This is an optimization exercise on Yosys and OpenROAD, whose aim is small area, not a production implementation. The RTL of this run was laid out without a check of its function. Power figures rest on the tool's default switching activity, not on a simulated workload.

==> run.sh <==
#!/bin/bash
# synth_recipe.tcl (not shown) runs the flow's synth.tcl, then flattens the netlist and writes it again
# the make line also repeats each setting of config.mk as NAME=value (left out here)
make -C /OpenROAD-flow-scripts/flow DESIGN_CONFIG=/design/flow/config.mk WORK_HOME=/design/flow/orfs CLKGATE_MAP_FILE= SYNTH_SCRIPT=/design/flow/synth_recipe.tcl finish
==> config.mk <==
export PLATFORM = sky130hd
export DESIGN_NAME = Follower
export DESIGN_NICKNAME = Follower
export VERILOG_FILES = /design/flow/design.v
export SDC_FILE = /design/flow/constraint.sdc
export NUM_CORES = 4
export LEC_CHECK = 0
export CAP_MARGIN = 20
export CORE_MARGIN = 2
export CORE_UTILIZATION = 40
export SLEW_MARGIN = 20
==> constraint.sdc <==
create_clock -name core_clock -period 12.0 [get_ports {clk}]
set_input_delay 2.4000 -clock core_clock [delete_from_list [all_inputs] [get_ports {clk}]]
set_output_delay 2.4000 -clock core_clock [all_outputs]
set_load 0.01 [all_outputs]
==> design.v <==
 module rst_synch(clk, RST_n, rst_n);
 input   clk, RST_n;   
 output  rst_n;
 reg  q1, q2;
 always @(negedge clk or negedge RST_n)
   if(!RST_n) begin
      q1 <= 1'b0;
      q2 <= 1'b0;
    end
    else begin
      q1 <= 1'b1;
      q2 <= q1;
    end
 assign rst_n = q2;
 endmodule
module  pwm_gen(clk, rst_n, duty, PWM_sig);
input clk, rst_n;
input [9:0] duty;        
output reg PWM_sig; 
wire cnt_all_ones, pwm_next;
wire pwmset, pwmreset;        
reg [9:0] count;		          
assign cnt_all_ones = &count;
assign pwmset   = cnt_all_ones;
assign pwmreset = (count == duty);
assign pwm_next =  (pwmset)   ? 1'b1 : 
                   (pwmreset) ? 1'b0 :
                    PWM_sig;
always @(posedge clk or negedge rst_n)
  if(!rst_n)
    PWM_sig <= 1'b1;    
  else
    PWM_sig <= pwm_next;
always @(posedge clk or negedge rst_n)
  if(!rst_n)
    count  <=  10'b0;
  else
    count  <=  count + 10'b1;
endmodule
module  pwm_gen_8bit(clk, duty, rst_n, pwm_sig);
input	clk, rst_n;
input	[7:0] duty;
output	reg pwm_sig;
reg	[7:0] count;		 
reg 	set, reset;
wire	din;
always@(posedge(clk) or negedge(rst_n))
begin
	if (!rst_n)
		count <= 0;
	else
		count <= count + 1;
end
always_comb
begin
	set = 0;
	reset = 0;
	if (count == 8'b11111111)
		set = 1;
	else if (duty == count)
		reset = 1;
end
assign din = set ? 1:
	     reset ? 0:
		pwm_sig;
always@(posedge(clk) or negedge(rst_n))
begin
	if (!rst_n)
		pwm_sig <= 1;
	else
		pwm_sig <= din;
end
endmodule
module  alu( Accum, Pcomp, Pterm, Fwd, A2D_res, Error, Intgrl, Icomp, Iterm, dst, src1sel, src0sel, multiply, sub, mult2, mult4, saturate);
input [15:0]  Accum, Pcomp;                   
input [13:0]  Pterm;                          
input [11:0]  Fwd, A2D_res;                   
input [11:0]  Error, Intgrl, Icomp, Iterm;    
output [15:0] dst;
input multiply, sub, mult2, mult4, saturate;
input [2:0] src1sel, src0sel;
localparam AccumIn1 = 3'h0;
localparam ItermIn1 = 3'h1;
localparam ErrorIn1 = 3'h2;
localparam ErrorScaleIn1 = 3'h3;
localparam FwdIn1   = 3'h4;
localparam A2DresIn0 = 3'h0;
localparam IntgrlIn0 = 3'h1;
localparam IcompIn0  = 3'h2;
localparam PcompIn0  = 3'h3;
localparam PTermIn0  = 3'h4;
wire [15:0] src1, pre_src0, scaled_src0, src0;
wire signed [14:0] mult_src0, mult_src1;
wire signed [29:0] raw_mult;    
wire [15:0] raw_sum;
wire [15:0] sat_mult, sat_sum, final_sum;
assign  src1   =   (src1sel == AccumIn1)  ?  Accum                     :
                   (src1sel == ItermIn1)  ?  {4'b0000, Iterm}          :
                   (src1sel == ErrorIn1)  ?  {{4{Error[11]}}, Error}   :
                   (src1sel == ErrorScaleIn1) ? {{8{Error[11]}}, Error[11:4]} :
                   (src1sel == FwdIn1)    ?  {4'b0000, Fwd}            :
                    16'h0000;
assign  pre_src0 = (src0sel == A2DresIn0) ?  {4'b0000, A2D_res}        :
                   (src0sel == IntgrlIn0) ?  {{4{Intgrl[11]}}, Intgrl} :
                   (src0sel == IcompIn0)  ?  {{4{Icomp[11]}}, Icomp}   :
                   (src0sel == PcompIn0)  ?  Pcomp                     :
                   (src0sel == PTermIn0)  ?  {2'b00, Pterm}            :
                   16'h0000;
assign  scaled_src0 =  mult4  ?  {pre_src0[13:0], 2'b00}  :
                       mult2  ?  {pre_src0[14:0], 1'b0}   :
                       pre_src0;
assign  src0 =  sub  ?  ~scaled_src0 : scaled_src0;
assign raw_sum = src0 + src1 + sub;    
assign sat_sum =  raw_sum[15]  ?  ( (&raw_sum[14:11]) ? raw_sum[15:0] : 16'hf800 ) 
                               :  (~(|raw_sum[14:11]) ? raw_sum[15:0] : 16'h07ff );
assign  mult_src0 = scaled_src0[14:0];
assign  mult_src1 = src1[14:0];
assign raw_mult =  mult_src0 * mult_src1;
assign sat_mult =  raw_mult[29] ?  ( (&raw_mult[28:26]) ?  {raw_mult[27:12]} : 16'hC000 )
                                :  (~(|raw_mult[28:26]) ?  {raw_mult[27:12]} : 16'h3fff );
assign final_sum =  saturate ? sat_sum  : raw_sum;
assign dst       =  multiply ? sat_mult : final_sum;
endmodule
module motion (clk, rst_n, A2D_res, cnv_cmplt, go, chnnl, strt_cnv, 
                IR_in_en, IR_mid_en, IR_out_en, lft_reg, rht_reg );
 input clk, rst_n;
 input [11:0] A2D_res;		 
 input cnv_cmplt;			     
 input go;                 
 output logic [2:0] chnnl;         
 output logic strt_cnv;					      	 
 output logic IR_in_en,IR_mid_en,IR_out_en; 	 
 output reg [11:0] lft_reg,rht_reg;	    
 parameter PTERM_CONST = 14'h37e0;
 parameter ITERM_CONST = 12'h380;
 parameter IR_PWM_DUTY = 8'h8c;
 logic [11:0] ir_timer;
 logic [2:0]  channel_cnt;     
 logic [1:0]  intgdec;         
 logic  mult_cnt;              
 logic reset_timer, en_timer, timer_4095, timer_32;
 logic inc_intgdec, inc_channel_cnt, reset_channel_cnt, reset_mult_cnt, inc_mult_cnt;
 logic pwm_sig;
 logic [7:0] IR_pwm_duty;
 logic [15:0]  Accum, Pcomp;            
 logic [13:0]  Pterm;                   
 logic [11:0]  Fwd;                     
 logic [11:0]  Error, Intgrl, Icomp, Iterm;    
 logic [15:0]  dst;                     
 typedef enum reg [2:0] {A2DRESIN0 = 3'b000, INTGRLIN0, ICOMPIN0, PCOMPIN0, PTERMIN0}  src0select_t;
 typedef enum reg [2:0] {ACCUMIN1 = 3'b000, ITERMIN1, ERRORIN1, ERRORSCALEIN1, FWDIN1} src1select_t;
 logic multiply, sub, mult2, mult4, saturate;
 src0select_t src0sel;
 src1select_t src1sel;
 logic rstaccum, dst2accum, dst2error, dst2intgrl, dst2icomp, dst2pcomp;
 logic dst2lft, dst2rht;
 alu iALU( .Accum(Accum), .Pcomp(Pcomp), .Pterm(Pterm), 
           .Fwd(Fwd), .A2D_res(A2D_res), .Error(Error),
           .Intgrl(Intgrl), .Icomp(Icomp), .Iterm(Iterm), .dst(dst),
           .multiply(multiply), .sub(sub), .mult2(mult2), .mult4(mult4),
           .saturate(saturate), .src1sel(src1sel), .src0sel(src0sel) );
 assign Pterm = PTERM_CONST;
 assign Iterm = ITERM_CONST;
 assign IR_pwm_duty = IR_PWM_DUTY;
 always_ff @(posedge clk or negedge rst_n)
  if(!rst_n)
    Accum  <=  16'h0000;
  else if(rstaccum)
    Accum  <=  16'h0000;
  else if(dst2accum)
    Accum  <=  dst;    
 always_ff @(posedge clk )
  if(dst2error)
    Error  <=  dst[11:0];
 always_ff @(posedge clk or negedge rst_n)
  if (!rst_n)
    Intgrl <= 0;
 else  if(dst2intgrl)
    Intgrl <=  dst[11:0]; 
 always_ff @(posedge clk )
  if(dst2icomp)
    Icomp  <=  dst[11:0]; 
 always_ff @(posedge clk )
  if(dst2pcomp)
    Pcomp  <=  dst;   
 always_ff @(posedge clk or negedge rst_n)
  if (!rst_n)
    Fwd <= 12'h000;
  else if (!go)              
    Fwd <= 12'b000;          
  else if (dst2intgrl & ~&Fwd[10:8])  
    Fwd <= Fwd + 12'h040;    
 always_ff @(posedge clk or negedge rst_n)
  if (!rst_n)
    rht_reg <= 12'h000;
  else if (!go)
    rht_reg <= 12'h000;
  else if (dst2rht)
    rht_reg <= dst[11:0];
 always_ff @(posedge clk or negedge rst_n)
  if (!rst_n)
    lft_reg <= 12'h000;
  else if (!go)
    lft_reg <= 12'h000;
  else if (dst2lft)
    lft_reg <= dst[11:0];
  always_comb
  begin
    case(channel_cnt[2:1])
	  00: {IR_out_en, IR_mid_en, IR_in_en} = {1'b0, 1'b0, pwm_sig};
	  01: {IR_out_en, IR_mid_en, IR_in_en} = {1'b0, pwm_sig, 1'b0};
	  default: {IR_out_en, IR_mid_en, IR_in_en} = {pwm_sig, 1'b0, 1'b0};
	endcase
  end
  pwm_gen_8bit ipwm_gen_8bit(.clk(clk), .duty(IR_pwm_duty), .rst_n(rst_n), .pwm_sig(pwm_sig));
 always_ff @(posedge clk)
  if(reset_timer)
    ir_timer  <=  12'h000;
  else if(en_timer)
    ir_timer  <=  ir_timer + 1;
 assign timer_32   = (ir_timer == 12'd32)  ? 1'b1 : 1'b0;
 assign timer_4095 = (ir_timer == 12'hfff) ? 1'b1 : 1'b0;
 always_ff @(posedge clk or negedge rst_n)
  if(!rst_n)
    channel_cnt  <=  3'b000;
  else if(reset_channel_cnt)
    channel_cnt  <=  3'b000;
  else if(inc_channel_cnt)
    channel_cnt  <=  channel_cnt + 1;
 always_comb begin
  case(channel_cnt)
    3'b000: chnnl = 3'b001;     
    3'b001: chnnl = 3'b000;     
    3'b010: chnnl = 3'b100;     
    3'b011: chnnl = 3'b010;     
    3'b100: chnnl = 3'b011;     
    3'b101: chnnl = 3'b111;     
    default:
            chnnl = 3'bxxx;
  endcase
 end
 always_ff @(posedge clk or negedge rst_n)
   if(!rst_n)
    intgdec  <=  2'b11;
   else if(inc_intgdec)
    intgdec  <=  intgdec + 1;
 always_ff @(posedge clk or negedge rst_n)
   if(!rst_n)
     mult_cnt <= 0;
   else if(reset_mult_cnt)
     mult_cnt <= 0;
   else if(inc_mult_cnt)
     mult_cnt <= ~mult_cnt;    
typedef enum reg [4:0] {IDLE = 5'b00000, WAIT_4095, 
                  A2D_RIGHT, IN_RIGHT, MID_RIGHT, OUT_RIGHT,
                  WAIT_32, 
                  A2D_LEFT, IN_LEFT, MID_LEFT, OUT_LEFT,
                  INTGL, ICOMP, PCOMP,
                  ACCUM_RIGHT, RIGHT_REG,
                  ACCUM_LEFT, LEFT_REG,
                  UPDATE_IR_ALL} state_t;
state_t state, nxt_state;
always_ff @(posedge clk or negedge rst_n) begin
if (!rst_n)
  state <= IDLE;
else
  state <= nxt_state;
end
always_comb 
begin
reset_channel_cnt = 0;
inc_channel_cnt = 0;
reset_mult_cnt = 0;
inc_mult_cnt = 0;
reset_timer = 0;
en_timer = 0;
inc_intgdec = 0;
src0sel = A2DRESIN0;
src1sel = ACCUMIN1;
multiply = 0; 
sub = 0; 
mult2 = 0; 
mult4 = 0; 
saturate = 0;
rstaccum = 0; 
dst2accum = 0; dst2error = 0; dst2intgrl= 0; dst2icomp = 0; dst2pcomp = 0;
dst2lft = 0; dst2rht = 0;
strt_cnv = 0;
nxt_state = IDLE;
  case (state)
    IDLE:  
          if (go) begin
            reset_timer = 1;
            rstaccum = 1;
            nxt_state = WAIT_4095;
            end
    WAIT_4095: 
          if (timer_4095) begin
          strt_cnv = 1;
          nxt_state = A2D_RIGHT;
        end
        else begin
          en_timer = 1;
          nxt_state = WAIT_4095;
        end
    A2D_RIGHT:  
          if (cnv_cmplt) begin
            case(channel_cnt[2:1])
              2'b00: nxt_state = IN_RIGHT;
              2'b01: nxt_state = MID_RIGHT;
              2'b10: nxt_state = OUT_RIGHT;
            endcase
            reset_timer = 1;
          end
          else begin
            nxt_state = A2D_RIGHT;
          end
     IN_RIGHT:  
         begin
          dst2accum = 1;
          inc_channel_cnt = 1;
          nxt_state = WAIT_32;
         end
      MID_RIGHT:  
         begin
          mult2 = 1;
          dst2accum = 1;
          inc_channel_cnt = 1;
          nxt_state = WAIT_32;
         end
      OUT_RIGHT:  
         begin
          mult4 = 1;
          dst2accum = 1;
          inc_channel_cnt = 1;
          nxt_state = WAIT_32;
         end
      WAIT_32:  
          if (timer_32) begin
            strt_cnv = 1;
            nxt_state = A2D_LEFT;
          end
          else begin
            en_timer = 1;
            nxt_state = WAIT_32;
          end
      A2D_LEFT:  
          if (cnv_cmplt) begin
            case(channel_cnt[2:1])
              2'b00: nxt_state = IN_LEFT;
              2'b01: nxt_state = MID_LEFT;
              2'b10: nxt_state = OUT_LEFT;
            endcase
          end
          else begin
            nxt_state = A2D_LEFT;
          end
      IN_LEFT:  
         begin
          sub = 1; 
          dst2accum = 1;
          inc_channel_cnt = 1;
          nxt_state = UPDATE_IR_ALL;
         end
      MID_LEFT:  
         begin
          sub = 1; 
          mult2 = 1;
          dst2accum = 1;
          inc_channel_cnt = 1;
          nxt_state = UPDATE_IR_ALL;
         end
      UPDATE_IR_ALL:
         begin
          reset_timer = 1;
          nxt_state = WAIT_4095;
         end
      OUT_LEFT:  
         begin
          sub = 1; 
          mult4 = 1;
          saturate = 1;
          dst2error = 1;
          inc_intgdec = 1;
		  reset_channel_cnt = 1;  
          nxt_state = INTGL;
         end
      INTGL:  
         begin
          src0sel = INTGRLIN0;
          src1sel = ERRORSCALEIN1;
          dst2intgrl = &intgdec[1:0];  
          saturate = 1;
          reset_mult_cnt = 1;
          nxt_state = ICOMP;
         end
      ICOMP:  
         begin
          src0sel = INTGRLIN0;
          src1sel = ITERMIN1;
          multiply = 1;
          if(mult_cnt == 1'b1) begin    
            dst2icomp = 1;
            nxt_state = PCOMP;
            reset_mult_cnt = 1;        
          end
          else begin
            nxt_state = ICOMP;
            inc_mult_cnt = 1;            
          end  
         end
      PCOMP:  
         begin
          src0sel = PTERMIN0;
          src1sel = ERRORIN1;
          multiply = 1;
          if(mult_cnt == 1'b1) begin    
            dst2pcomp = 1;
            nxt_state = ACCUM_RIGHT;
          end
          else begin
            nxt_state = PCOMP;
            inc_mult_cnt = 1;
          end
         end
      ACCUM_RIGHT:  
         begin
          src0sel = PCOMPIN0;
          src1sel = FWDIN1;
          sub = 1;
          dst2accum = 1;
          nxt_state = RIGHT_REG;
         end
      RIGHT_REG:  
         begin
          src0sel = ICOMPIN0;
          src1sel = ACCUMIN1;
          sub = 1;
          saturate = 1;
          dst2rht = 1;
          nxt_state = ACCUM_LEFT;
         end
      ACCUM_LEFT:  
         begin
          src0sel = PCOMPIN0;
          src1sel = FWDIN1;
          dst2accum = 1;
          nxt_state = LEFT_REG;
         end
      LEFT_REG:  
         begin
          src0sel = ICOMPIN0;
          src1sel = ACCUMIN1;
          saturate = 1;
          dst2lft = 1;
          nxt_state = IDLE;
         end
      default:  
          nxt_state = IDLE;
  endcase   
end  
endmodule
module Cmdcntrl(clk, rst_n, cmd_rdy, cmd, clr_cmd_rdy, ID_vld, clr_ID_vld, ID, in_transit);
input clk, rst_n;
input cmd_rdy, ID_vld;
input[7:0] cmd;
input[7:0] ID;
output reg in_transit;
output reg clr_cmd_rdy;
output reg clr_ID_vld;
typedef enum reg[2:0] {IDLE, CMD_CHK1, MOVING, CMD_CHK2, ID_CHK} state_t;	 
state_t state, next_state;
logic set_in_transit, clr_in_transit;
logic cmd_go, cmd_stop;
logic save_dest_id;
reg[5:0] dst_ID;
assign cmd_go = (cmd[7:6] == 2'b01) ? 1'b1 : 1'b0;
assign cmd_stop = (cmd[7:6] == 2'b00) ? 1'b1 : 1'b0;
always @(posedge clk, negedge rst_n) begin
    if(!rst_n) begin
        state <= IDLE;
    end else
        state <= next_state;
end
always @(posedge clk, negedge rst_n) begin
    if(!rst_n)
        in_transit <= 1'b0;
		else if(set_in_transit)
        in_transit <= 1'b1; 
    else if(clr_in_transit)
        in_transit <= 1'b0;
end
always @(posedge clk, negedge rst_n) begin
	if(!rst_n)
		dst_ID  <=  6'h00;
	else if(save_dest_id)
		dst_ID  <=  cmd[5:0];
end
always_comb begin
    clr_in_transit = 1'b0;
	set_in_transit = 1'b1;
	clr_cmd_rdy = 1'b0;
	clr_ID_vld = 1'b0;
	next_state = IDLE;
	save_dest_id = 0;
	case(state)
		IDLE: begin
			clr_in_transit = 1'b1;
			set_in_transit = 1'b0;
			if(cmd_rdy)
				next_state = CMD_CHK1;
		end
		CMD_CHK1:
			if(cmd_go) begin
				save_dest_id = 1;
				clr_cmd_rdy = 1'b1;
				next_state = MOVING;
			end
			else begin
				clr_cmd_rdy = 1'b1;
				clr_in_transit = 1'b1;
				set_in_transit = 1'b0;
				next_state = IDLE;
			end
		MOVING:
			if(ID_vld) begin
				next_state = ID_CHK;
			end
			else if(cmd_rdy) begin
				next_state = CMD_CHK2;
			end
			else begin
				next_state = MOVING;
			end
		CMD_CHK2:
			if(cmd_go) begin
				next_state = CMD_CHK1;
			end
			else if(cmd_stop) begin
				clr_cmd_rdy = 1'b1;
				clr_in_transit = 1'b1;
				set_in_transit = 1'b0;
				next_state = IDLE;
			end
			else begin
				clr_cmd_rdy = 1'b1;
				next_state = MOVING;
			end
		ID_CHK: begin
			clr_ID_vld = 1'b1;
			if(ID[5:0] == dst_ID[5:0]) begin
				clr_in_transit = 1'b1;
				set_in_transit = 1'b0;				
				next_state = IDLE;
			end
			else begin
				next_state = MOVING;
			end
		end
	endcase
end
endmodule
module dig_core(clk,rst_n,cmd_rdy,cmd,clr_cmd_rdy,lft,rht,buzz,buzz_n,
                in_transit,OK2Move,ID,clr_ID_vld,ID_vld,cnv_cmplt,strt_cnv,
				chnnl,A2D_res,IR_in_en, IR_mid_en, go,IR_out_en,led);
  input clk,rst_n;			 
  input cmd_rdy;			 
  input [7:0] cmd;			 
  input OK2Move;			 
  input [7:0] ID;			 
  input ID_vld;				 
  input cnv_cmplt;			 
  input [11:0] A2D_res;		 
  output clr_cmd_rdy;					 
  output [10:0] lft,rht;				 
  output buzz,buzz_n;					 
  output in_transit;					 
  output clr_ID_vld;					 
  output strt_cnv;						 
  output [2:0] chnnl;					 
  output IR_in_en,IR_mid_en,IR_out_en;	 
  output [7:0] led;						 
  output go;							 
  logic [11:0] lft_reg,rht_reg;	       
  logic piezo_en, pz_equals_4khz;      
  logic [12:0] pz_cnt;                 
  reg buzz ;           
 Cmdcntrl iCmdctrl(
   .clk(clk),
   .rst_n(rst_n),
   .cmd_rdy(cmd_rdy),            
   .cmd(cmd),
   .clr_cmd_rdy(clr_cmd_rdy),
   .ID_vld(ID_vld),              
   .clr_ID_vld(clr_ID_vld),
   .ID(ID),
   .in_transit(in_transit)
 );
 motion iMotion(
   .clk(clk), 
   .rst_n(rst_n), 
   .A2D_res(A2D_res), 
   .go(go), 
   .chnnl(chnnl), 
   .strt_cnv(strt_cnv),        
   .cnv_cmplt(cnv_cmplt), 
   .IR_in_en(IR_in_en), 
   .IR_mid_en(IR_mid_en), 
   .IR_out_en(IR_out_en), 
   .lft_reg(lft_reg), 
   .rht_reg (rht_reg)
 );
 assign  lft = lft_reg[11:1];      
 assign  rht = rht_reg[11:1];      
 assign  go = in_transit & OK2Move;
 assign piezo_en =  in_transit & ~OK2Move;
 assign pz_equals_4khz = (pz_cnt == 13'd6250);
 always_ff @(posedge clk or negedge rst_n) 
  if(!rst_n)
    pz_cnt  <=  13'h0000;
  else if(pz_equals_4khz)
    pz_cnt  <=  13'h0000;
  else if(piezo_en)
    pz_cnt  <=  pz_cnt + 1;
 always_ff @(posedge clk or negedge rst_n) 
  if(!rst_n)
    buzz  <= 1'b0;
  else if(pz_equals_4khz)
    buzz  <= ~buzz;
 assign buzz_n = ~buzz;
 assign led [7:0] = 8'h00;
endmodule
module UART_rx(clk, rst_n, clr_rdy, RX, rdy, cmd);
	input clk, rst_n, clr_rdy;								 
    input RX;												 
    output reg rdy;											 
    output reg [7:0] cmd;									 
    logic sm_clr_rdy;
    typedef enum reg[1:0] {IDLE, START, SHIFT} state_t;		 
    state_t state, next_state;
	logic load, receiving, shift, load_baud, set_rdy;		 
    logic [1:0] baud_sel, bit_sel, shift_sel;				 
    logic [11:0] baud_cnt;
	logic [3:0] bit_cnt;
	logic [9:0] rx_shift_reg, temp;
    logic RXFF1, RXFF2;										 
	assign baud_sel = {load_baud,receiving};
	assign bit_sel = {load, shift};
	assign shift_sel = {load, shift};  
    assign cmd = rx_shift_reg[8:1];
	always @(posedge clk) begin
	    case(baud_sel)
	      2'b00: baud_cnt <= baud_cnt;
	      2'b01: baud_cnt <= baud_cnt + 1;
	      default: baud_cnt <= 12'h000;
	    endcase
	end
	always @(posedge clk) begin
	    case(bit_sel)
	      2'b00: bit_cnt <= bit_cnt;
	      2'b01: bit_cnt <= bit_cnt + 1;
	      default: bit_cnt <= 4'h0;
	    endcase
	end
	always @(posedge clk, negedge rst_n) begin
	    if(!rst_n)
	      rx_shift_reg <= 10'h000;
	    else begin
	    case(shift_sel)
	      2'b00: rx_shift_reg <= rx_shift_reg;
	      2'b01: rx_shift_reg <= {RXFF2,rx_shift_reg[9:1]};
	      default: rx_shift_reg <= rx_shift_reg;  
	    endcase
	    end
	end
	always @(posedge clk, negedge rst_n) begin
		if(!rst_n)
			state <= IDLE;
		else
			state <= next_state;
	end
    always @(posedge clk, negedge rst_n) begin
		if(!rst_n) begin
			RXFF1 <= 1'b1;
			RXFF2 <= 1'b1;
		end else begin
			RXFF1 <= RX;
			RXFF2 <= RXFF1;
		end	
    end
    always @(posedge clk or negedge rst_n) begin
    if(!rst_n)
      rdy <= 1'b0;
		else if(clr_rdy | sm_clr_rdy)
			rdy <= 1'b0;
		else if(set_rdy)
			rdy <= 1'b1;
	end
	always_comb begin
		next_state = IDLE;
		load = 1'b1;
		receiving = 1'b0;
		load_baud = 1'b1;
		shift = 1'b0;
		set_rdy = 1'b0;
		sm_clr_rdy = 1'b0;
		case(state)
		IDLE: if(RXFF2)
				next_state = IDLE;
			else begin
				load = 1'b0;
				load_baud = 1'b0;
				receiving = 1'b1;
				sm_clr_rdy = 1'b1;
				next_state = START;
			end
		START: begin load = 1'b0;
				load_baud = 1'b0;
				if(baud_cnt < 1303) begin
					receiving = 1'b1;
					next_state = START;
				end else begin 	
					receiving = 1'b0;
					load_baud = 1'b1;
					shift = 1'b1;
					next_state = SHIFT;
				end  
				end  
		SHIFT: begin load = 1'b0;
				load_baud = 1'b0;
				if(bit_cnt < 10) begin
					if(baud_cnt < 2604) begin
						receiving = 1'b1;
						shift = 1'b0;
						next_state = SHIFT;
					end else begin
						receiving = 1'b0;
						load_baud = 1'b1;
						shift = 1'b1;
						next_state = SHIFT;
					end
				end else begin
					set_rdy = 1'b1;
					next_state = IDLE;
				end  
				end  
		endcase
	end
endmodule
module barcode(BC, ID_vld, ID, clr_ID_vld, clk, rst_n);
input clk, rst_n;
input BC;
input clr_ID_vld;
output reg ID_vld;
output reg [7:0] ID;
reg set_ID_vld;   
reg BC_flop;   
reg start_cnt_low, latch_cnt_low, shift;   
reg [21:0] counter;   
reg [3:0]  bit_counter;  
reg recving, cnting_low, waiting_bc_negedge, done_waiting_bc_negedge;   
reg [21:0] low_count_reg;  
reg BC0, BC1, BC2, BC3; 
always@(posedge(clk) or negedge(rst_n))
if (!rst_n)
	begin
	BC0 <= 1;
	BC1 <= 1;
	BC2 <= 1;
	BC3 <= 1;
	end
else
	begin
	BC0 <= BC;
	BC1 <= BC0;
	BC2 <= BC1;
	BC3 <= BC2;
	end
wire BC_flop_in;
always@(posedge(clk) or negedge(rst_n))
if (!rst_n)
	begin
	BC_flop <= 1;
	end
else
	begin
	BC_flop <= BC_flop_in;
	end
wire set_BC, clr_BC;
assign set_BC = BC1 & BC2 & BC3;
assign clr_BC = ~(BC1 | BC2 | BC3);
assign BC_flop_in = set_BC ? 1'b1:
					clr_BC ? 1'b0:
					BC_flop;
always@(posedge(clk))
begin
	if (start_cnt_low || latch_cnt_low || shift || done_waiting_bc_negedge)  
		counter <= 22'h000000;
	else if(recving || cnting_low || waiting_bc_negedge)  
		counter <= counter + 1;
end 
always@(posedge(clk) or negedge(rst_n))
	if (!rst_n)
		low_count_reg <= 22'h000000;
	else
		if (latch_cnt_low)
			low_count_reg <= counter;
always@(posedge(clk))
begin
	if(start_cnt_low)
		bit_counter <= 4'b000;
	else if (shift)
		bit_counter <= bit_counter + 1;
end
always@(posedge(clk) or negedge(rst_n))
begin
	if (!rst_n)
		ID <= 0;
	else if (shift)
		ID <= {ID[6:0],BC_flop};
end
typedef enum reg [2:0] {IDLE, CNT_LOW, WAIT_BC_NEGEDGE, WAIT_BC_POSEDGE, RECVING} state_t;
 state_t state, nxt_state;
always@(posedge(clk) or negedge(rst_n))
begin
	if (!rst_n)
		state <= IDLE;
	else
		state <= nxt_state;
end
always@(*)
begin
	start_cnt_low = 0;
	latch_cnt_low = 0;
	shift = 0;
	recving = 0;
	cnting_low = 0;
	nxt_state = IDLE;
	set_ID_vld = 0;
	waiting_bc_negedge = 0;
	done_waiting_bc_negedge = 0;
		case(state)
		IDLE:  
			if (!BC_flop)
			begin
				start_cnt_low = 1;
				nxt_state = CNT_LOW;
			end
		CNT_LOW:  
			begin
				cnting_low = 1;
				if (BC_flop)
				begin
					latch_cnt_low = 1;
					nxt_state = WAIT_BC_NEGEDGE;
				end
				else
				begin
					nxt_state = CNT_LOW;
				end
			end
		WAIT_BC_NEGEDGE:  
			begin
			waiting_bc_negedge = 1'b1;
			if (!BC_flop)
			begin
				nxt_state = RECVING;
				done_waiting_bc_negedge = 1'b1 ;
			end
			else if (counter == 22'h3fffff) 
				begin
					nxt_state = IDLE;
					done_waiting_bc_negedge = 1'b1;
				end
				else
				begin
					nxt_state = WAIT_BC_NEGEDGE;
				end
			end
		WAIT_BC_POSEDGE:  
			if (BC_flop)
			begin
				if (bit_counter == 8)  
				begin
						if (ID[7:6] == 2'b00)
						begin
							set_ID_vld = 1;
						end
						nxt_state = IDLE;
				end
				else
				begin
					nxt_state = WAIT_BC_NEGEDGE;
				end
			end
			else
			begin
				nxt_state = WAIT_BC_POSEDGE;
			end
		RECVING:  
			begin
				recving = 1;
				if (counter == low_count_reg)
				begin
					shift = 1;
					begin
						nxt_state = WAIT_BC_POSEDGE;
					end
				end
				else
				begin
					nxt_state = RECVING;
				end
			end
		endcase
end
always@(posedge(clk) or negedge(rst_n))
begin
	if (!rst_n)
		ID_vld <= 0;
	else if(set_ID_vld)
		ID_vld <= 1;
	else if(clr_ID_vld)
		ID_vld <= 0;
	else if(start_cnt_low)
		ID_vld <= 0;
end
endmodule
module A2D_intf (clk, rst_n, strt_cnv, cnv_cmplt, chnnl, res, a2d_SS_n, SCLK, MOSI, MISO);
input clk, rst_n;
input strt_cnv;
input [2:0] chnnl; 
output [11:0] res;  
output SCLK;
input MISO;
output logic MOSI;
output reg a2d_SS_n;
output reg cnv_cmplt;
reg [4:0] sclk_counter;                    
logic load, en_sclk_cnt, shift;            
logic set_cnv_cmplt;
logic [5:0] bit_counter;
logic [15:0] shift_reg;
logic bit_cnt_32;
always_ff @(posedge(clk) or negedge(rst_n))
if (!rst_n)
  sclk_counter <= 5'b11111; 
else if (load)
  sclk_counter <= 5'b11111; 
else if (en_sclk_cnt)
  sclk_counter <= sclk_counter + 1;
assign SCLK =  sclk_counter[4];
assign shift = (sclk_counter == 5'b11110) ? 1 : 0;
always_ff @(posedge(clk))
if (load)
  bit_counter <= 6'b000000;
else if (shift)
  bit_counter <= bit_counter + 1;
assign bit_cnt_32 = (bit_counter == 6'd32) ? 1 : 0;    
always_ff @(posedge(clk))
if (load)
  shift_reg <= {2'b00, chnnl[2:0], 11'h000};
else if (shift)
  shift_reg <= {shift_reg[14:0], MISO};
assign  res = ~shift_reg[11:0];
assign MOSI = shift_reg[15];
typedef enum reg {IDLE, SAMPLING} state_t;
state_t state, nxt_state;
always_comb 
begin
load = 1'b0;
en_sclk_cnt = 1'b0;
nxt_state = IDLE;
a2d_SS_n = 1;
set_cnv_cmplt = 0;
  case(state)
  IDLE:  
      if (strt_cnv) begin
        load = 1;
        a2d_SS_n = 0;
        nxt_state = SAMPLING;
      end
  SAMPLING: 
      if (bit_cnt_32) begin
        set_cnv_cmplt = 1;
        nxt_state = IDLE;
      end
      else begin
        a2d_SS_n = 0;
        en_sclk_cnt = 1;
        nxt_state = SAMPLING;
      end
  default:
      nxt_state = IDLE;      
  endcase
end
always_ff @(posedge(clk) or negedge(rst_n))
  if(!rst_n)
    state <= IDLE;
  else
    state <= nxt_state;
always_ff @(posedge(clk) or negedge(rst_n))
  if(!rst_n)
    cnv_cmplt <=  1'b0;
  else if(set_cnv_cmplt)
    cnv_cmplt <=  1'b1;
  else if(strt_cnv)
    cnv_cmplt <=  1'b0;
endmodule
module motor_cntrl(clk, rst_n, lft, rht, fwd_lft, rev_lft, fwd_rht, rev_rht);
input clk, rst_n;
input [10:0] lft, rht;
output fwd_lft, fwd_rht, rev_lft, rev_rht;
wire [9:0] mag_lft, mag_rht;    
wire  pwm_lft, pwm_rht, brake_lft, brake_rht;
assign  mag_lft = (lft[10]) ?   (|lft[9:0] ? (~lft[9:0] + 10'b1) : (10'b11_1111_1111))  :  
				lft[9:0];
assign  mag_rht = (rht[10]) ?   (|rht[9:0] ? (~rht[9:0] + 10'b1) : (10'b11_1111_1111)) 	:  
				rht[9:0];
pwm_gen iPwmlft(.clk(clk), .rst_n(rst_n), .duty(mag_lft), .PWM_sig(pwm_lft));
pwm_gen iPwmrht(.clk(clk), .rst_n(rst_n), .duty(mag_rht), .PWM_sig(pwm_rht));
assign brake_lft = ~( |lft[10:0]);     
assign brake_rht = ~( |rht[10:0]);     
assign  fwd_lft =  brake_lft  |  ((lft[10]) ? 1'b0    : pwm_lft);
assign  rev_lft =  brake_lft  |  ((lft[10]) ? pwm_lft : 1'b0   );
assign  fwd_rht =  brake_rht  |  ((rht[10]) ? 1'b0    : pwm_rht);
assign  rev_rht =  brake_rht  |  ((rht[10]) ? pwm_rht : 1'b0   );
endmodule
module Follower(clk,RST_n,led,a2d_SS_n,SCLK,MISO,MOSI,rev_rht,
                rev_lft,fwd_rht,fwd_lft,IR_in_en,IR_mid_en,IR_out_en,
				in_transit,OK2Move,buzz,buzz_n,BC,RX);
  input clk,RST_n;			 
  input MISO;				 
  input BC;					 
  input OK2Move;			 
  input RX;					 
  output [7:0] led;				 
  output a2d_SS_n,SCLK,MOSI;	 
  output rev_rht,fwd_rht;		 
  output rev_lft,fwd_lft;		 
  output IR_in_en,IR_mid_en,IR_out_en;	 
  output buzz,buzz_n;			 
  output in_transit;			 
  wire [10:0] lft, rht;			 
  wire [7:0] cmd;				 
  wire [7:0] ID;				 
  wire [7:0] dbg_data;			 
  wire [11:0] A2D_res;			 
  wire [2:0] chnnl;				 
  wire cmd_rdy, clr_cmd_rdy, clr_ID_vld, ID_vld;
  wire cnv_cmplt, strt_cnv, dbg_tx, dbg_done;
  reg rst_ff_n;
  wire rst_n;
  reg OK2Move_ff1,OK2Move_ff2;
  rst_synch iRST(.clk(clk), .RST_n(RST_n), .rst_n(rst_n));
  dig_core iCORE(.clk(clk),.rst_n(rst_n),.cmd_rdy(cmd_rdy),.cmd(cmd),.led(led),
			     .clr_cmd_rdy(clr_cmd_rdy),.lft(lft),.rht(rht),.buzz(buzz),
				 .buzz_n(buzz_n),.in_transit(in_transit),.OK2Move(OK2Move_ff2),.ID(ID),
				 .clr_ID_vld(clr_ID_vld),.ID_vld(ID_vld),.strt_cnv(strt_cnv),
				 .cnv_cmplt(cnv_cmplt),.chnnl(chnnl),.A2D_res(A2D_res),.go(go),
				 .IR_in_en(IR_in_en),.IR_mid_en(IR_mid_en),.IR_out_en(IR_out_en));
  UART_rx iCMD(.clk(clk),.rst_n(rst_n),.RX(RX),.rdy(cmd_rdy),.cmd(cmd),
             .clr_rdy(clr_cmd_rdy));
  motor_cntrl iMTR(.clk(clk), .rst_n(rst_n), .lft(lft), .rht(rht), .fwd_lft(fwd_lft),
                   .rev_lft(rev_lft), .fwd_rht(fwd_rht), .rev_rht(rev_rht));
  barcode iBC(.clk(clk),.rst_n(rst_n),.BC(BC),.ID_vld(ID_vld),.clr_ID_vld(clr_ID_vld),
              .ID(ID));
  A2D_intf iA2D(.clk(clk),.rst_n(rst_n),.strt_cnv(strt_cnv),.cnv_cmplt(cnv_cmplt),.chnnl(chnnl),
                .res(A2D_res),.a2d_SS_n(a2d_SS_n),.SCLK(SCLK),.MOSI(MOSI),.MISO(MISO));
  always @(posedge clk or negedge rst_n)
    if(!rst_n) begin
      OK2Move_ff1  <=  1'b1;
      OK2Move_ff2  <=  1'b1;
    end
    else begin
      OK2Move_ff1  <=  OK2Move;
      OK2Move_ff2  <=  OK2Move_ff1;
    end
endmodule
==> impl_results.md <==
- Final Hold Viols: 0
- Final worst path period share: between 80 and 90%
- Crit path max-delay cell type: a21oi_1
- Max Slew Vio Count: 0
- Worst clock skew: 0.0182 ns
- Worst-path clk slew: 0.07 ns
- Cts hold-fix bufs: 0
- RePlAce Congestion: 0.979
- Std cell rows: 92
- Endpoints failing setup: 0
- Clock latency on the worst-skew pair: 0.58 ns
- Top cell type by total area after synthesis: fa_1
- First DRT Iteration DRCs: between 1000 and 1500
- Fin area: ~28000 um2
- Clock buffer count from CTS: 29
- Post-Route WL: approximately 67000 um
- Grt total ovfl: 0
- Pin count of the biggest net entering global routing: approximately 190
- Detailed placement HPWL: 51800 um
- Synth Register Bits: 302
- Critical path type: reg2reg
- Cell count after synthesis: 2717
- Die area: roughly 65000 um2
- Sequential fraction of the synthesis area: 29.9%
- Synth top area share: between 10% and 20%
- Top post-synthesis cells by count: inv_1, nand2_1, nor2_1, fa_1, dfrtp_1
- FFs w/ async S/R, synth: 61.6%
- Hold_ws: between 0.3 and 0.4 ns
- Synth warnings: 12
- Cell area after synthesis: between 20000 and 30000 um2
- Power Density: 94.4 nW/um2
- DRT Pass-1 Iters: 6
- First-pass GRT wire length: 108000 um
- Setup TNS: 0 ns
- Synth cell types: 105
- Vias in the first global route: 19598
- WP data arrival: 10.40 ns
- Most common cell in the netlist: inv_1
- Clock Tree Buf Depth: 3
- DR vias: 19304
- Initial Utilization: a little over 40%
- DP Area: 26500 um2
- Core ar.: approximately 63000 um2
- DR WL/cell: 18.9 um
- Postcts setup bufs: 0
- # Max-Cap Violations: 0
- Initial antenna violation count: 0
- Diode count: 0
- Outcome: no timing/DRC/antenna violations
- Top-Level Pins: 27
- RSZ-0062 raised after global routing: false
- Layout cell share with drive strength beyond 1: 8.52%
- Die Span Y: around 260 um
- Area grow syn2layout: 8.88%
- EDFF count, synth: a little under 60
- TritonCTS clock tree: done
- Element type at the critical path start: register
- H-tree depth: 1
- Fin crit period: 9.98 ns
- Post-DRT Antenna Nets: 0
- Drc violations: 0
- Max incr delay on CP: between 0.7 and 0.8 ns
- Clock Tree Root: clkbuf_16
- CTS sink cnt: 302
- Resized cells post-CTS: 0
- Via/cell ratio: 5.41
- Critical Path RT: between 10 and 15 ns
- Worst Tran Pin Value: 1.17 ns
- Pre-CTS WS: 2.11 ns
- # nets final: approximately 3100
- IO Port Bufs: 18
- VDD IR-drop max: 106 uV
- Max Fanout on Critical Path: 24
- GR Util All Layers: 20.6%
- Mapped Avg Cell Area: 9.34 um2
- Crit. End Element: register
- Max Clk Rate: 100 MHz
- Slew HR: a little over a fifth
- Dominant cells by area after synthesis: fa_1, dfrtp_1, edfxtp_1
- Worst setup margin: 2.02 ns
- Class of the worst hold path: reg2reg
- Most frequent CP cell: fa_1
- LEAKAGE: roughly 13 nW
- Synth Flop Type: dfrtp_1
- Die width: 256 um
-- stage by stage --
step,util (%),total power [W],std cells
floorplan,-,0.00151,2724
global placement,42.2,0.00159,3514
detailed placement,42.2,0.00161,3514
CTS,43.9,0.00263,3568
global route,44.0,0.00274,3569
finish,44.0,0.00261,3569
-- final timing paths --
check | start | to | slack [ns] | cells after the start
max reg2reg | iCORE.iMotion.state[3]$_DFF_PN0_ | iCORE.iMotion.Error[5]$_DFFE_PP_ | 2.02 | 29
min | iRST.q1$_DFF_NN0_ | iRST.q2$_DFF_NN0_ | 0.30 | 0
min in group asynchronous | iRST.q2$_DFF_NN0_ | iBC.low_count_reg[4]$_DFFE_PN0P_ | 6.35 | 1
min reg2reg | iRST.q1$_DFF_NN0_ | iRST.q2$_DFF_NN0_ | 0.30 | 0
max in group asynchronous | RST_n | iRST.q2$_DFF_NN0_ | 3.97 | 1
max | iCORE.iMotion.state[3]$_DFF_PN0_ | iCORE.iMotion.Error[5]$_DFFE_PP_ | 2.02 | 29
-- logic make-up (layout without fill, tap and decap cells) --
logic type	Yosys count	count (layout)	share of synthesized area [%]
fa+ha+maj	347	347	23.7
mux	71	71	3.08
flops	302	302	29.9
simple gates	881	881	16.7
other cells	2	9	0.0296
xor+xnor	189	189	6.61
buf+inv	472	471	7.22
compound gates	453	453	12.7
-- critical path: cells and delay by family, from the launching register on --
family / cells / cell delay, ns
fa+ha+maj: 7 / 3.51
simple gates: 9 / 2.24
buf+inv: 4 / 0.41
flops: 1 / 0.64
compound gates: 9 / 3.00
-- placed cells by master, fill, tap and decap left out, drive strengths merged, types with 11 or more instances in the layout --
master         count
inv              358
nand2            294
nor2             230
fa               222
dfrtp            165
ha               125
a21oi            104
o21ai            101
xnor2             97
xor2              91
nand3             62
edfxtp            59
dfxtp             57
mux2              56
and2              55
nand4             41
buf               41
a22o              40
clkbuf            40
nor3              36
a21o              28
o21a              27
nand2b            26
nor2b             24
and3              22
dfstp             19
clkdlybuf4s50     18
or3               17
mux2i             15
o211a             13
or2               12
a31oi             12
nor4              12
o31ai             12
o21bai            11
-- per-layer routing --
layer	wire length (um)	vias up	GRT usage (%)
met1	29300	9621	27.7
met5	0	-	0
met2	31600	551	34.1
met3	3850	150	2.98
met4	2570	0	6.90
li1	-	8982	-
-- final cells by class --
| type | instances | area (um2) |
|---|---|---|
| clock inverters | 14 | 181 |
| well taps | 846 | 1060 |
| clock buffers | 40 | 902 |
| inverters | 358 | 1340 |
| fillers | 6080 | 35200 |
| flip-flops and latches | 302 | 7590 |
| repair buffers | 59 | 520 |
| multi-input cells | 1950 | 16000 |
-- power by group --
group	total (W)	switching [W]	internal (W)
Clock	0.00102	0.000424	0.000597
Sequential	0.00121	0.0000839	0.00113
Combinational	0.000375	0.000221	0.000155
